What follows belongs to an exercise in optimizing a design on an open flow for small area, a short achievable clock period and few clock cycles; a production flow would make more cautious choices.
Function was checked by simulation only, so behaviour that the tests miss may differ from the original.

== 07-21 ==
Design vendingMachine, start of the top module:
module vendingMachine(
   clk,
   reset,
   coinInA,
   coinInB,
   coinInC,
   coinInD,
   itemTypeIn,
   itemNumberIn,
   forceIn,
   coinOutA,
   coinOutB,
   coinOutC,
   coinOutD,
   itemTypeOut,
   itemNumberOut,
   serviceTypeOut
);
input          clk;
input          reset;
input  [5:0]   coinInA;
input  [5:0]   coinInB;
input  [5:0]   coinInC;
input  [5:0]   coinInD;
input  [1:0]   itemTypeIn;
input  [2:0]   itemNumberIn;
input          forceIn;
output [5:0]   coinOutA;
output [5:0]   coinOutB;
output [5:0]   coinOutC;
output [5:0]   coinOutD;
output [1:0]   itemTypeOut;
output [2:0]   itemNumberOut;
output [1:0]   serviceTypeOut;
reg            busy;              
reg            first;             
reg    [5:0]   countA, countB, countC, countD;   
reg    [9:0]   s5;                
reg    [2:0]   r;                 
reg    [2:0]   num;               
reg    [1:0]   typ;
reg            frc;
function [4:0] cost5;             
   input [1:0] t;
   case (t)
      2'd0: cost5 = 5'd3;
      2'd1: cost5 = 5'd5;
      2'd2: cost5 = 5'd15;
      default: cost5 = 5'd20;
   endcase
endfunction
function [5:0] satadd;
   input [5:0] x, y;
  ...
clock: 6.0 ns
lec_check: 0
abc_area: 1
cap_margin: 20
core_margin: 2
core_utilization: 40
setup_slack_margin: 0.4
slew_margin: 20
standard.sh (not shown) runs the stock make flow with config.mk's settings and CLKGATE_MAP_FILE= SYNTH_SCRIPT=/design/flow/synth_recipe.tcl, a recipe that flattens the netlist after the stock synthesis.
==> flow/flow/run.sh <==
#!/bin/bash
# The standard layout, except that synthesis leaves adders to ABC as plain
# gates instead of mapping them to the library's full/half-adder cells.
set -euo pipefail
bash standard.sh ADDER_MAP_FILE= finish > flow_make.log 2>&1
Testbench counts of 07-21, summed over its fixed seeds: cycles 15,992.
For 07-24, these inputs were changed with respect to 07-21:
- SETUP_SLACK_MARGIN no longer set, was 0.4
Results
On 07-24: global-route wire length before repair is 1.1% lower than what 07-21 gave.
End point of the critical path: coinOutC[5] -> 07-24, coinOutB[3] -> 07-21
From 07-21 to 07-24 the numbers moved as follows: number of buffers inserted to repair setup after CTS saw a decrease; met1 routing resource usage after global routing held; clock-pin slew on the worst setup and hold paths about even; final-layout worst hold slack went up by 6.3 ps.

run A:
vendingMachine, a different RTL version from the one above (not shown whole).
Size in the first run: ~63 I/O pins, about 9000 sq um of cells after synthesis.
// vendingMachine
module vendingMachine(
   clk,
   reset,
   coinInA,
   coinInB,
   coinInC,
   coinInD,
   itemTypeIn,
   itemNumberIn,
   forceIn,
   coinOutA,
   coinOutB,
   coinOutC,
   coinOutD,
   itemTypeOut,
   itemNumberOut,
   serviceTypeOut
);
export LEC_CHECK = 0
export ABC_AREA = 1
export CAP_MARGIN = 20
export CORE_MARGIN = 2
export CORE_UTILIZATION = 40
export SLEW_MARGIN = 20
create_clock -name core_clock -period 6.0 [get_ports {clk}]
==> flow/flow/run.sh <==
#!/bin/bash
# The standard layout, with these changes:
# - synthesis leaves adders to ABC as plain gates instead of mapping them
#   to the full/half-adder cells;
# - each port gets a buf_2 as its buffer.
set -euo pipefail
here=$(pwd)
mkdir -p scripts
for f in "$FLOW_HOME"/scripts/*; do ln -sf "$f" scripts/; done
rm -f scripts/abc_area.script
cp flow/abc_area.script scripts/abc_area.script
bash standard.sh ADDER_MAP_FILE= SCRIPTS_DIR="$here/scripts" "BUFFER_PORTS_ARGS=-buffer_cell sky130_fd_sc_hd__buf_2" finish > flow_make.log 2>&1
==> flow/flow/abc_area.script <==
strash
&get -n
&deepsyn -J 5 -S 1
&put
balance
balance -l
resub -K 6 -l
rewrite -l
resub -K 6 -N 2 -l
refactor -l
resub -K 8 -l
balance -l
resub -K 8 -N 2 -l
rewrite -l
resub -K 10 -l
rewrite -z -l
resub -K 10 -N 2 -l
balance -l
resub -K 12 -l
refactor -z -l
resub -K 12 -N 2 -l
rewrite -z -l
balance -l
dch
map
topo
stime -c
buffer -c
upsize -c
dnsize -c
Run A has completed all stages; timing, DRC and antenna checks passed.
Testbench counts of run A, summed over its fixed seeds: cycles 15,992.
Changes in run B relative to run A:
--- a/flow/flow/abc_area.script
+++ b/flow/flow/abc_area.script
@@ -1,7 +1,6 @@
 strash
 &get -n
-&deepsyn -J 5 -S 1
+&deepsyn -T 60
 &put
-balance
 balance -l
 resub -K 6 -l
@@ -23,5 +22,5 @@
 balance -l
 dch
-map
+map -B 0.9
 topo
 stime -c
Findings:
Run A tops out at a lower clock frequency than run B.
Higher global-route usage over all layers goes to run A over run B.
met1 demand-to-capacity share in global routing on run B is down relative to run A.
The following lists how run C was set up differently from run B:
--- a/flow/flow/abc_area.script
+++ b/flow/flow/abc_area.script
@@ -1,6 +1,21 @@
 strash
-&get -n
-&deepsyn -T 60
-&put
+balance -l
+resub -K 6 -l
+rewrite -l
+resub -K 6 -N 2 -l
+refactor -l
+resub -K 8 -l
+balance -l
+resub -K 8 -N 2 -l
+rewrite -l
+resub -K 10 -l
+rewrite -z -l
+resub -K 10 -N 2 -l
+balance -l
+resub -K 12 -l
+refactor -z -l
+resub -K 12 -N 2 -l
+rewrite -z -l
+balance -l
 balance -l
 resub -K 6 -l
Results
- Going from run B to run C, shortest period the worst path allows has decreased; wire length has increased; register fraction of the total cell area has decreased.
- Final worst-path cycle share in run C vs run B: down 1.8 points
- Run C vs run B — number of well taps climbed by more than 10%
[inputs] run D vs run C
==> flow/flow/abc_area.script <==
strash
&get -n
&deepsyn -J 5 -S 1
&put
balance
balance -l
resub -K 6 -l
rewrite -l
resub -K 6 -N 2 -l
refactor -l
resub -K 8 -l
balance -l
resub -K 8 -N 2 -l
rewrite -l
resub -K 10 -l
rewrite -z -l
resub -K 10 -N 2 -l
balance -l
resub -K 12 -l
refactor -z -l
resub -K 12 -N 2 -l
rewrite -z -l
balance -l
dch
map -B 0.9
topo
stime -c
buffer -c
upsize -c
dnsize -c
### Flow results
Of the two candidates, run C has the worse die area and run D the better one. Run D ended up with s5[2]$_DFFE_PP_ as its critical path startpoint; run C ended up with s5[1]$_DFFE_PP_. The count of different cell masters after synthesis reported for run D is greater than that of run C by 2. [compare] base=run C new=run D: sequential standard cell area held steady, delay of the slowest cell on the worst path shrank by 60 ps.

-- re-timing with driven ports --
How much do the figures lean on ideal ports? The routed layouts below were timed once more, with nothing changed but the port constraints.
Step 1 assumes that a clkbuf_16 drives the clock port and a buf_2 every other input.
Step 2 also shifts input and output timing later by t, the mid clock arrival at the registers, as if the neighbouring blocks saw the same clock.
Three values: ideal, step 1, step 2; two values: the first two.
run	t, ns	setup WS [ns]	latest minus earliest clock arrival (ns)	worst data-port slew with drivers (ns)
07-21	0.327	0.393 / 0.353 / 0.599	0.008 / 0.008	0.06
07-24	0.326	0.302 / 0.263 / 0.180	0.007 / 0.007	0.07
run A	0.344	0.126 / 0.090 / 0.146	0.016 / 0.016	0.07
run B	0.333	0.301 / 0.261 / 0.224	0.009 / 0.009	0.05
run C	0.340	0.408 / 0.364 / 0.361	0.015 / 0.015	0.07
run D	0.335	0.416 / 0.376 / 0.345	0.011 / 0.011	0.09
After both steps setup and hold are still met in every run listed. For 07-24, which loses most, drivers alone change the setup slack by -0.039 ns; drivers and shift together by -0.122 ns.
